Context: an optimization exercise on an open-source flow, tuned for small area. The choices shown serve that exercise and are no tape-out recipe. At most, simulation tests tie the RTL to the original design; equivalence was not proved. Power is estimated from default activity; no workload was simulated.

==> 08-18 <==
==> flow/design.v (excerpt) <==
module PongGame_Board1 (
    input clock,
    input reset,             
    input [1:0] p0_move,
    input [1:0] p1_move,
    input [2:0] p0_colour,
    input [2:0] p1_colour,
    input p0_play,
    input p1_play,
    output [6:0] hex0,
    output [6:0] hex5,
    output [6:0] hex4,
    output [9:0] led,
    output [3:0] p1_scoreOut,
    output vga_clk,
    output vga_hs,
    output vga_vs,
    output [7:0] vga_R,
    output [7:0] vga_G,
    output [7:0] vga_B
);
    wire pix, pmove_tick, bally_tick, ballx_tick;
    M_ticks u_ticks(.clock(clock), .reset(reset), .pix(pix), .pmove_tick(pmove_tick),
                    .bally_tick(bally_tick), .ballx_tick(ballx_tick), .vga_clk(vga_clk));
    wire [9:0] h, v;
    wire inD;
    M_vga u_vga(.clock(clock), .reset(reset), .pix(pix), .h(h), .v(v), .hs(vga_hs), .vs(vga_vs), .inD(inD));
    wire [9:0] bx;
    wire [8:0] by, p0, p1;
    wire xDir;
    wire [3:0] s0, s1;
    wire inPlay = p0_play & p1_play;
    wire p0_win = s0[3] & s0[1];         
    wire p1_win = s1[3] & s1[1];
    wire win = p0_win | p1_win;
    wire gameOver = win & inPlay;
    wire newGame = win & ~inPlay;
    wire psel1 = h[9];      
    wire in20, in80, coll, xin, pcol, t_common, t_1, t_2, inBorder;
    M_bally u_bally(.clock(clock), .reset(reset), .gameOver(gameOver), .yt0(bally_tick & inPlay), .by(by));
    M_ballx u_ballx(.clock(clock), .reset(reset), .gameOver(gameOver), .newGame(newGame), .inPlay(inPlay),
                    .ballx_tick(ballx_tick), .coll(coll), .bx(bx), .xDir(xDir), .s0(s0), .s1(s1));
    M_paddle u_p0(.clock(clock), .rst(reset | gameOver), .pmove(pmove_tick & inPlay), .mv(p0_move), .p(p0));
    M_paddle u_p1(.clock(clock), .rst(reset | gameOver), .pmove(pmove_tick & inPlay), .mv(p1_move), .p(p1));
    M_sub u_sub(.pix(pix), .psel1(psel1), .h(h), .v(v), .bx(bx), .by(by), .p0(p0), .p1(p1), .xDir(xDir),
                .pcol(pcol), .in20(in20), .in80(in80), .coll(coll), .xin(xin));
    M_text u_text(.h(h), .v(v), .t_common(t_common), .t_1(t_1), .t_2(t_2), .inBorder(inBorder), .pcol(pcol));
    wire [2:0] rgb;
  ...
==> module M_vga, before the edit <==
module M_vga(input clock, input reset, input pix, output reg [9:0] h, output reg [9:0] v,
             output reg hs, output reg vs, output inD);
    wire h_end = (h[9] & ~h[8] & h[7] & h[4] & h[3] & h[2] & h[1] & h[0]);      
    wire v_end = (~v[9] & v[8] & v[7] & v[6] & v[5] & v[4] & v[2] & v[1]);      
    wire [9:0] th, tv;
    assign th[0] = pix;
    assign tv[0] = pix & h_end;
    genvar i;
    generate for (i = 1; i < 10; i = i + 1) begin : g
        assign th[i] = th[i-1] & h[i-1];
        assign tv[i] = tv[i-1] & v[i-1];
    end endgenerate
    always @(posedge clock) begin
        if (reset | (pix & h_end)) h <= 10'd895;
        else h <= h ^ th;
        if (reset | (pix & h_end & v_end)) v <= 10'd1001;
        else v <= v ^ tv;
        if (reset) begin
            hs <= 1'b0;
            vs <= 1'b0;
        end else if (pix) begin
            hs <= ((h >= 10'd991) | (h < 10'd672));
            vs <= ((v >= 10'd1003) | (v < 10'd503));
        end
    end
    assign inD = ((h >= 10'd16) & (h < 10'd656)) & ((v >= 10'd12) & (v < 10'd492));
endmodule
==> module M_text, before the edit <==
module M_text(input [9:0] h, input [9:0] v, output t_common, output t_1, output t_2,
              output inBorder, output pcol);
    wire t_p = ((h == 10'd258) & ((v >= 10'd162) & (v < 10'd242))) | ((h == 10'd288) & ((v >= 10'd162) & (v < 10'd202))) |
               (((v == 10'd162) | (v == 10'd202)) & ((h >= 10'd258) & (h < 10'd288)));
    assign t_1 = (h == 10'd302) & ((v >= 10'd162) & (v < 10'd242));
    assign t_2 = ((h == 10'd302) & ((v >= 10'd202) & (v < 10'd242))) | ((h == 10'd332) & ((v >= 10'd162) & (v < 10'd202))) |
               (((v == 10'd162) | (v == 10'd202) | (v == 10'd242)) & ((h >= 10'd302) & (h < 10'd332)));
    wire t_w = (((h == 10'd224) | (h == 10'd254)) & ((v >= 10'd262) & (v < 10'd342))) | ((v == 10'd342) & ((h >= 10'd224) & (h < 10'd254))) |
               ((h == 10'd239) & ((v >= 10'd302) & (v < 10'd342)));
    wire t_i = (h == 10'd268) & ((v >= 10'd262) & (v < 10'd342));
    wire t_n = (((h == 10'd292) | (h == 10'd322)) & ((v >= 10'd262) & (v < 10'd342))) | ((v == 10'd262) & ((h >= 10'd292) & (h < 10'd322)));
    wire t_s = ((h == 10'd336) & ((v >= 10'd262) & (v < 10'd302))) | ((h == 10'd366) & ((v >= 10'd302) & (v < 10'd342))) |
               (((v == 10'd262) | (v == 10'd302) | (v == 10'd342)) & ((h >= 10'd336) & (h < 10'd366)));
    assign t_common = t_p | t_w | t_i | t_n | t_s;
    assign inBorder =
        (((h == 10'd26) | (h == 10'd646)) & ((v >= 10'd32) & (v < 10'd472))) |
        (((v == 10'd32) | (v == 10'd472)) & ((h >= 10'd26) & (h < 10'd646)));
    assign pcol = ((h >= 10'd27) & (h < 10'd32)) | ((h >= 10'd641) & (h < 10'd646));
endmodule
clock: 10.0 ns
lec_check: 0
cap_margin: 20
core_margin: 2
core_utilization: 40
slew_margin: 20
standard.sh (not shown) runs the stock make flow with config.mk's settings and CLKGATE_MAP_FILE= SYNTH_SCRIPT=/design/flow/synth_recipe.tcl, a recipe that flattens the netlist after the stock synthesis.
==> flow/flow/run.sh <==
#!/bin/bash
# Layout flow: the standard ORFS flow (standard.sh) with changes that only
# affect how the netlist is mapped and how cells are sized/selected, not the
# design, the constraints or the registers:
#  - synthesis maps logic with an area-oriented ABC script (flow/abc_area.script),
#    run with several random seeds, keeping the smallest result
#    (flow/multi_abc.tcl), instead of ORFS's speed script; adders are left to
#    ABC instead of being extracted into half/full-adder cells (ADDER_MAP_FILE
#    empty); everything else in synthesis is unchanged (same synth_recipe.tcl,
#    same registers and names);
#  - port buffers use the smallest buffer cell (buf_1);
#  - the constant outputs share one tie cell per value (no tie-fanout repair);
#  - the clock tree uses clkbuf_8 buffers and no dummy loads.
set -euo pipefail
HERE=$(pwd)
FLOWDIR=$HERE/flow

for s in 0 1 2 3 4 5; do
    sed "s/SEED/$s/" "$FLOWDIR/abc_area.script" > "$HERE/abc_seed_$s.script"
done

# ORFS synth.tcl with the ABC call replaced by the multi-seed mapping
sed "s#log_cmd abc {\*}\$abc_args#set my_flow_dir $HERE; source $FLOWDIR/multi_abc.tcl#" \
    "$FLOW_HOME/scripts/synth.tcl" > "$HERE/synth_area.tcl"
grep -q "multi_abc.tcl" "$HERE/synth_area.tcl"
# The standard flow's synthesis script, sourcing the patched synth.tcl
sed "s#\$::env(SCRIPTS_DIR)/synth.tcl#$HERE/synth_area.tcl#" synth_recipe.tcl > "$HERE/synth_recipe_area.tcl"
grep -q "synth_area.tcl" "$HERE/synth_recipe_area.tcl"

bash standard.sh \
    SYNTH_SCRIPT="$HERE/synth_recipe_area.tcl" \
    ADDER_MAP_FILE= \
    SKIP_REPAIR_TIE_FANOUT=1 \
    "BUFFER_PORTS_ARGS=-buffer_cell sky130_fd_sc_hd__buf_1" \
    "CTS_ARGS=-sink_clustering_enable -repair_clock_nets -dont_use_dummy_load -buf_list sky130_fd_sc_hd__clkbuf_8" \
    finish > "$HERE/standard.log" 2>&1
==> flow/flow/abc_area.script <==
strash
&get -n
&deepsyn -S SEED -T 20
&put
&get -n
&dch -f
&nf -R 1000
&put
==> flow/flow/multi_abc.tcl <==
# Technology mapping with an area-oriented ABC script, tried with several
# random seeds of ABC's &deepsyn; the smallest mapped netlist is kept.
# Sourced by synth_area.tcl in place of ORFS's single "abc" call, with
# abc_args and lib_args as ORFS's synth.tcl sets them; my_flow_dir is
# set by run.sh.
design -save my_pre_abc
set my_best_area -1
set my_best_seed -1
foreach my_seed {0 1 2 3 4 5} {
  design -load my_pre_abc
  set my_script [file join $my_flow_dir abc_seed_$my_seed.script]
  log_cmd abc {*}[lreplace $abc_args 1 1 $my_script]
  set my_stat [tee -q -s result.string stat {*}$lib_args]
  if { ![regexp {Chip area for (?:top )?module '[^']*': ([0-9.]+)} $my_stat -> my_area] } {
    error "multi_abc: no area in stat output"
  }
  puts "multi_abc: seed $my_seed area $my_area"
  if { $my_best_area < 0 || $my_area < $my_best_area } {
    set my_best_area $my_area
    set my_best_seed $my_seed
    design -save my_best_abc
  }
}
design -load my_best_abc
puts "multi_abc: kept seed $my_best_seed area $my_best_area"
==> 07-14 (differences from 08-18) <==
==> flow/flow/run.sh (replaced) <==
#!/bin/bash
# Layout flow: the standard ORFS flow (standard.sh) with three changes
# that only affect cell sizing/selection, not the design or constraints:
#  - synthesis maps logic with an area-oriented ABC script (flow/abc_area.script)
#    instead of ORFS's speed script, and leaves adders to ABC instead of
#    extracting them into half/full-adder cells (ADDER_MAP_FILE empty);
#    everything else in synthesis is unchanged (same synth_recipe.tcl, same
#    registers and names);
#  - port buffers use the smallest buffer cell (buf_1);
#  - clock tree uses small clock buffers and no dummy loads.
set -euo pipefail
HERE=$(pwd)
SCRIPT=$HERE/flow/abc_area.script

# ORFS synth.tcl with the ABC script swapped
sed "s#log_cmd abc {\*}\$abc_args#log_cmd abc {*}[lreplace \$abc_args 1 1 $SCRIPT]#" \
    "$FLOW_HOME/scripts/synth.tcl" > "$HERE/synth_area.tcl"
grep -q "abc_area.script" "$HERE/synth_area.tcl"
# The standard flow's synthesis script, sourcing the patched synth.tcl
sed "s#\$::env(SCRIPTS_DIR)/synth.tcl#$HERE/synth_area.tcl#" synth_recipe.tcl > "$HERE/synth_recipe_area.tcl"
grep -q "synth_area.tcl" "$HERE/synth_recipe_area.tcl"

bash standard.sh \
    SYNTH_SCRIPT="$HERE/synth_recipe_area.tcl" \
    ADDER_MAP_FILE= \
    SKIP_REPAIR_TIE_FANOUT=1 \
    "BUFFER_PORTS_ARGS=-buffer_cell sky130_fd_sc_hd__buf_1" \
    "CTS_ARGS=-sink_clustering_enable -repair_clock_nets -dont_use_dummy_load -buf_list sky130_fd_sc_hd__clkbuf_16 -sink_clustering_size 50 -sink_clustering_max_diameter 500" \
    finish > "$HERE/standard.log" 2>&1
==> flow/flow/abc_area.script (replaced) <==
strash
&get -n
&deepsyn -T 20
&put
&get -n
&dch -f
&nf -R 1000
&put
removed: flow/flow/multi_abc.tcl
==> 12-11 (differences from 08-18) <==
--- a/flow/design.v
+++ b/flow/design.v
@@ -43,8 +43,8 @@
             hs <= 1'b0;
             vs <= 1'b0;
         end else if (pix) begin
-            hs <= ((h >= 10'd991) | (h < 10'd672));
-            vs <= ((v >= 10'd1003) | (v < 10'd503));
+            hs <= ((h >= 10'd991) | (h < 10'd768));
+            vs <= ((v >= 10'd1003) | (v < 10'd512));
         end
     end
     assign inD = ((h >= 10'd16) & (h < 10'd656)) & ((v >= 10'd12) & (v < 10'd492));
@@ -139,21 +139,21 @@
 endmodule
 module M_text(input [9:0] h, input [9:0] v, output t_common, output t_1, output t_2,
               output inBorder, output pcol);
-    wire t_p = ((h == 10'd258) & ((v >= 10'd162) & (v < 10'd242))) | ((h == 10'd288) & ((v >= 10'd162) & (v < 10'd202))) |
-               (((v == 10'd162) | (v == 10'd202)) & ((h >= 10'd258) & (h < 10'd288)));
-    assign t_1 = (h == 10'd302) & ((v >= 10'd162) & (v < 10'd242));
-    assign t_2 = ((h == 10'd302) & ((v >= 10'd202) & (v < 10'd242))) | ((h == 10'd332) & ((v >= 10'd162) & (v < 10'd202))) |
-               (((v == 10'd162) | (v == 10'd202) | (v == 10'd242)) & ((h >= 10'd302) & (h < 10'd332)));
-    wire t_w = (((h == 10'd224) | (h == 10'd254)) & ((v >= 10'd262) & (v < 10'd342))) | ((v == 10'd342) & ((h >= 10'd224) & (h < 10'd254))) |
-               ((h == 10'd239) & ((v >= 10'd302) & (v < 10'd342)));
-    wire t_i = (h == 10'd268) & ((v >= 10'd262) & (v < 10'd342));
-    wire t_n = (((h == 10'd292) | (h == 10'd322)) & ((v >= 10'd262) & (v < 10'd342))) | ((v == 10'd262) & ((h >= 10'd292) & (h < 10'd322)));
-    wire t_s = ((h == 10'd336) & ((v >= 10'd262) & (v < 10'd302))) | ((h == 10'd366) & ((v >= 10'd302) & (v < 10'd342))) |
-               (((v == 10'd262) | (v == 10'd302) | (v == 10'd342)) & ((h >= 10'd336) & (h < 10'd366)));
+    wire t_p = ((h[8] & ~h[7] & ~h[6] & ~h[5] & ~h[4] & ~h[3] & ~h[2] & h[1] & ~h[0]) & ((v >= 10'd162) & (v < 10'd242))) | ((h[8] & ~h[7] & ~h[6] & h[5] & ~h[4] & ~h[3] & ~h[2] & ~h[1] & ~h[0]) & ((v >= 10'd162) & (v < 10'd202))) |
+               (((~v[8] & v[7] & ~v[6] & v[5] & ~v[4] & ~v[3] & ~v[2] & v[1] & ~v[0]) | (~v[8] & v[7] & v[6] & ~v[5] & ~v[4] & v[3] & ~v[2] & v[1] & ~v[0])) & ((h >= 10'd258) & (h < 10'd288)));
+    assign t_1 = (h[8] & ~h[7] & ~h[6] & h[5] & ~h[4] & h[3] & h[2] & h[1] & ~h[0]) & ((v >= 10'd162) & (v < 10'd242));
+    assign t_2 = ((h[8] & ~h[7] & ~h[6] & h[5] & ~h[4] & h[3] & h[2] & h[1] & ~h[0]) & ((v >= 10'd202) & (v < 10'd242))) | ((h[8] & ~h[7] & h[6] & ~h[5] & ~h[4] & h[3] & h[2] & ~h[1] & ~h[0]) & ((v >= 10'd162) & (v < 10'd202))) |
+               (((~v[8] & v[7] & ~v[6] & v[5] & ~v[4] & ~v[3] & ~v[2] & v[1] & ~v[0]) | (~v[8] & v[7] & v[6] & ~v[5] & ~v[4] & v[3] & ~v[2] & v[1] & ~v[0]) | (~v[8] & v[7] & v[6] & v[5] & v[4] & ~v[3] & ~v[2] & v[1] & ~v[0])) & ((h >= 10'd302) & (h < 10'd332)));
+    wire t_w = (((~h[8] & h[7] & h[6] & h[5] & ~h[4] & ~h[3] & ~h[2] & ~h[1] & ~h[0]) | (~h[8] & h[7] & h[6] & h[5] & h[4] & h[3] & h[2] & h[1] & ~h[0])) & ((v >= 10'd262) & (v < 10'd342))) | ((v[8] & ~v[7] & v[6] & ~v[5] & v[4] & ~v[3] & v[2] & v[1] & ~v[0]) & ((h >= 10'd224) & (h < 10'd254))) |
+               ((~h[8] & h[7] & h[6] & h[5] & ~h[4] & h[3] & h[2] & h[1] & h[0]) & ((v >= 10'd302) & (v < 10'd342)));
+    wire t_i = (h[8] & ~h[7] & ~h[6] & ~h[5] & ~h[4] & h[3] & h[2] & ~h[1] & ~h[0]) & ((v >= 10'd262) & (v < 10'd342));
+    wire t_n = (((h[8] & ~h[7] & ~h[6] & h[5] & ~h[4] & ~h[3] & h[2] & ~h[1] & ~h[0]) | (h[8] & ~h[7] & h[6] & ~h[5] & ~h[4] & ~h[3] & ~h[2] & h[1] & ~h[0])) & ((v >= 10'd262) & (v < 10'd342))) | ((v[8] & ~v[7] & ~v[6] & ~v[5] & ~v[4] & ~v[3] & v[2] & v[1] & ~v[0]) & ((h >= 10'd292) & (h < 10'd322)));
+    wire t_s = ((h[8] & ~h[7] & h[6] & ~h[5] & h[4] & ~h[3] & ~h[2] & ~h[1] & ~h[0]) & ((v >= 10'd262) & (v < 10'd302))) | ((h[8] & ~h[7] & h[6] & h[5] & ~h[4] & h[3] & h[2] & h[1] & ~h[0]) & ((v >= 10'd302) & (v < 10'd342))) |
+               (((v[8] & ~v[7] & ~v[6] & ~v[5] & ~v[4] & ~v[3] & v[2] & v[1] & ~v[0]) | (v[8] & ~v[7] & ~v[6] & v[5] & ~v[4] & v[3] & v[2] & v[1] & ~v[0]) | (v[8] & ~v[7] & v[6] & ~v[5] & v[4] & ~v[3] & v[2] & v[1] & ~v[0])) & ((h >= 10'd336) & (h < 10'd366)));
     assign t_common = t_p | t_w | t_i | t_n | t_s;
     assign inBorder =
-        (((h == 10'd26) | (h == 10'd646)) & ((v >= 10'd32) & (v < 10'd472))) |
-        (((v == 10'd32) | (v == 10'd472)) & ((h >= 10'd26) & (h < 10'd646)));
+        (((~h[9] & ~h[8] & ~h[7] & ~h[6] & ~h[5] & h[4] & h[3] & ~h[2] & h[1] & ~h[0]) | (h[9] & ~h[8] & h[7] & ~h[4] & ~h[3] & h[2] & h[1] & ~h[0])) & ((v >= 10'd32) & (v < 10'd472))) |
+        (((~v[8] & ~v[7] & ~v[6] & v[5] & ~v[4] & ~v[3] & ~v[2] & ~v[1] & ~v[0]) | (~v[9] & v[8] & v[7] & v[6] & v[4] & v[3] & ~v[2] & ~v[1] & ~v[0])) & ((h >= 10'd26) & (h < 10'd646)));
     assign pcol = ((h >= 10'd27) & (h < 10'd32)) | ((h >= 10'd641) & (h < 10'd646));
 endmodule
 module M_out(input clock, input reset, input pix, input inD, input gameOver, input p0_win, input p1_win,
--- a/flow/flow/run.sh
+++ b/flow/flow/run.sh
@@ -2,8 +2,8 @@
 # Layout flow: the standard ORFS flow (standard.sh) with changes that only
 # affect how the netlist is mapped and how cells are sized/selected, not the
 # design, the constraints or the registers:
-#  - synthesis maps logic with an area-oriented ABC script (flow/abc_area.script),
-#    run with several random seeds, keeping the smallest result
+#  - synthesis maps logic with area-oriented ABC scripts (flow/abc_*.script,
+#    the &deepsyn one with several random seeds), keeping the smallest result
 #    (flow/multi_abc.tcl), instead of ORFS's speed script; adders are left to
 #    ABC instead of being extracted into half/full-adder cells (ADDER_MAP_FILE
 #    empty); everything else in synthesis is unchanged (same synth_recipe.tcl,
@@ -15,8 +15,11 @@
 HERE=$(pwd)
 FLOWDIR=$HERE/flow
 
-for s in 0 1 2 3 4 5; do
-    sed "s/SEED/$s/" "$FLOWDIR/abc_area.script" > "$HERE/abc_seed_$s.script"
+for s in 0 1 2 3 4 5 6 7; do
+    sed "s/SEED/$s/" "$FLOWDIR/abc_deepsyn.script" > "$HERE/abc_s$s.script"
+done
+for n in resyn amap map; do
+    cp "$FLOWDIR/abc_$n.script" "$HERE/abc_$n.script"
 done
 
 # ORFS synth.tcl with the ABC call replaced by the multi-seed mapping
==> flow/flow/abc_amap.script (new file) <==
strash
balance
rewrite
refactor
balance
rewrite
rewrite -z
balance
refactor -z
rewrite -z
balance
dch -f
amap
==> flow/flow/abc_deepsyn.script (new file) <==
strash
&get -n
&deepsyn -S SEED -T 20
&put
&get -n
&dch -f
&nf -R 1000
&put
==> flow/flow/abc_map.script (new file) <==
strash
dc2
balance
rewrite
refactor
balance
rewrite
rewrite -z
balance
refactor -z
rewrite -z
balance
dch -f
map -a
==> flow/flow/abc_resyn.script (new file) <==
strash
dc2
balance
rewrite
refactor
balance
rewrite
rewrite -z
balance
refactor -z
rewrite -z
balance
dc2
&get -n
&dch -f
&nf -R 1000
&put
==> flow/flow/multi_abc.tcl (replaced) <==
# Technology mapping with area-oriented ABC scripts: &deepsyn with several
# random seeds, and three classic area scripts; the smallest mapped netlist
# is kept.
# Sourced by synth_area.tcl in place of ORFS's single "abc" call, with
# abc_args and lib_args as ORFS's synth.tcl sets them; my_flow_dir is
# set by run.sh.
design -save my_pre_abc
set my_best_area -1
set my_best_seed -1
foreach my_seed {s0 s1 s2 s3 s4 s5 s6 s7 resyn amap map} {
  design -load my_pre_abc
  set my_script [file join $my_flow_dir abc_$my_seed.script]
  log_cmd abc {*}[lreplace $abc_args 1 1 $my_script]
  set my_stat [tee -q -s result.string stat {*}$lib_args]
  if { ![regexp {Chip area for (?:top )?module '[^']*': ([0-9.]+)} $my_stat -> my_area] } {
    error "multi_abc: no area in stat output"
  }
  puts "multi_abc: seed $my_seed area $my_area"
  if { $my_best_area < 0 || $my_area < $my_best_area } {
    set my_best_area $my_area
    set my_best_seed $my_seed
    design -save my_best_abc
  }
}
design -load my_best_abc
puts "multi_abc: kept seed $my_best_seed area $my_best_area"
removed: flow/flow/abc_area.script
==> results.txt <==
| quantity | 07-14 | 12-11 | 08-18 |
|---|---|---|---|
| Status | complete, no violations | complete, no violations | complete, no violations |
| Final worst path period need | 6.73 ns | 6.80 ns | 6.72 ns |
| F_max | 0.149 GHz | 0.147 GHz | 0.149 GHz |
| Maximum number of pins on one net before global-route repair | 23 | 26 | 23 |
| Vias | 5355 | 5418 | 5346 |
| Synthesized net count | 750 | 760 | 750 |
| Worst setup timing slack at the placement stage | 3.49 ns | 3.35 ns | 3.49 ns |
| Number of global-route vias before repair | 4752 | 4830 | 4756 |
| Total placed cells including tap cells | 937 | 948 | 937 |
| Power dissipated in combinational cells | 0.000128 W | 0.000115 W | 0.000128 W |
| Number of signal-net buffers in the layout | 62 | 63 | 62 |
| Routed wire length on met2 | 6930 um | 6780 um | 6950 um |
| Fin Clk Skew | 0.00951 ns | 0.0395 ns | 0.0140 ns |
| Post-Place Cell Area | 0.00570 mm^2 | 0.00568 mm^2 | 0.00570 mm^2 |
| Syn Inst Count | 736 | 746 | 736 |
No functional check of the RTL was part of 12-11.

==> re-timing with driven ports <==
The flow's constraints put no driver on any port. The routed layouts listed below were extracted and timed again, unchanged, in two steps. Step 1, drivers: a clkbuf_16 drives clock and a buf_2 each remaining input, both assumed. Step 2 times the ports against the registers' clock, not the clock port: input delays grow and output delays shrink by t, the midpoint of the rising clock arrivals with the driver on. Slacks: no drivers / after step 1 / after step 2; pairs: no drivers / after step 1.
| run | shift t [ns] | slack for setup (ns) | worst data-port slew with drivers (ns) |
|---|---|---|---|
| 08-18 | 0.415 | 3.282 / 3.282 / 3.282 | 0.04 |
| 07-14 | 0.388 | 3.267 / 3.267 / 3.267 | 0.04 |
| 12-11 | 0.400 | 3.197 / 3.197 / 3.197 | 0.04 |
After both steps every run listed still meets setup and hold.
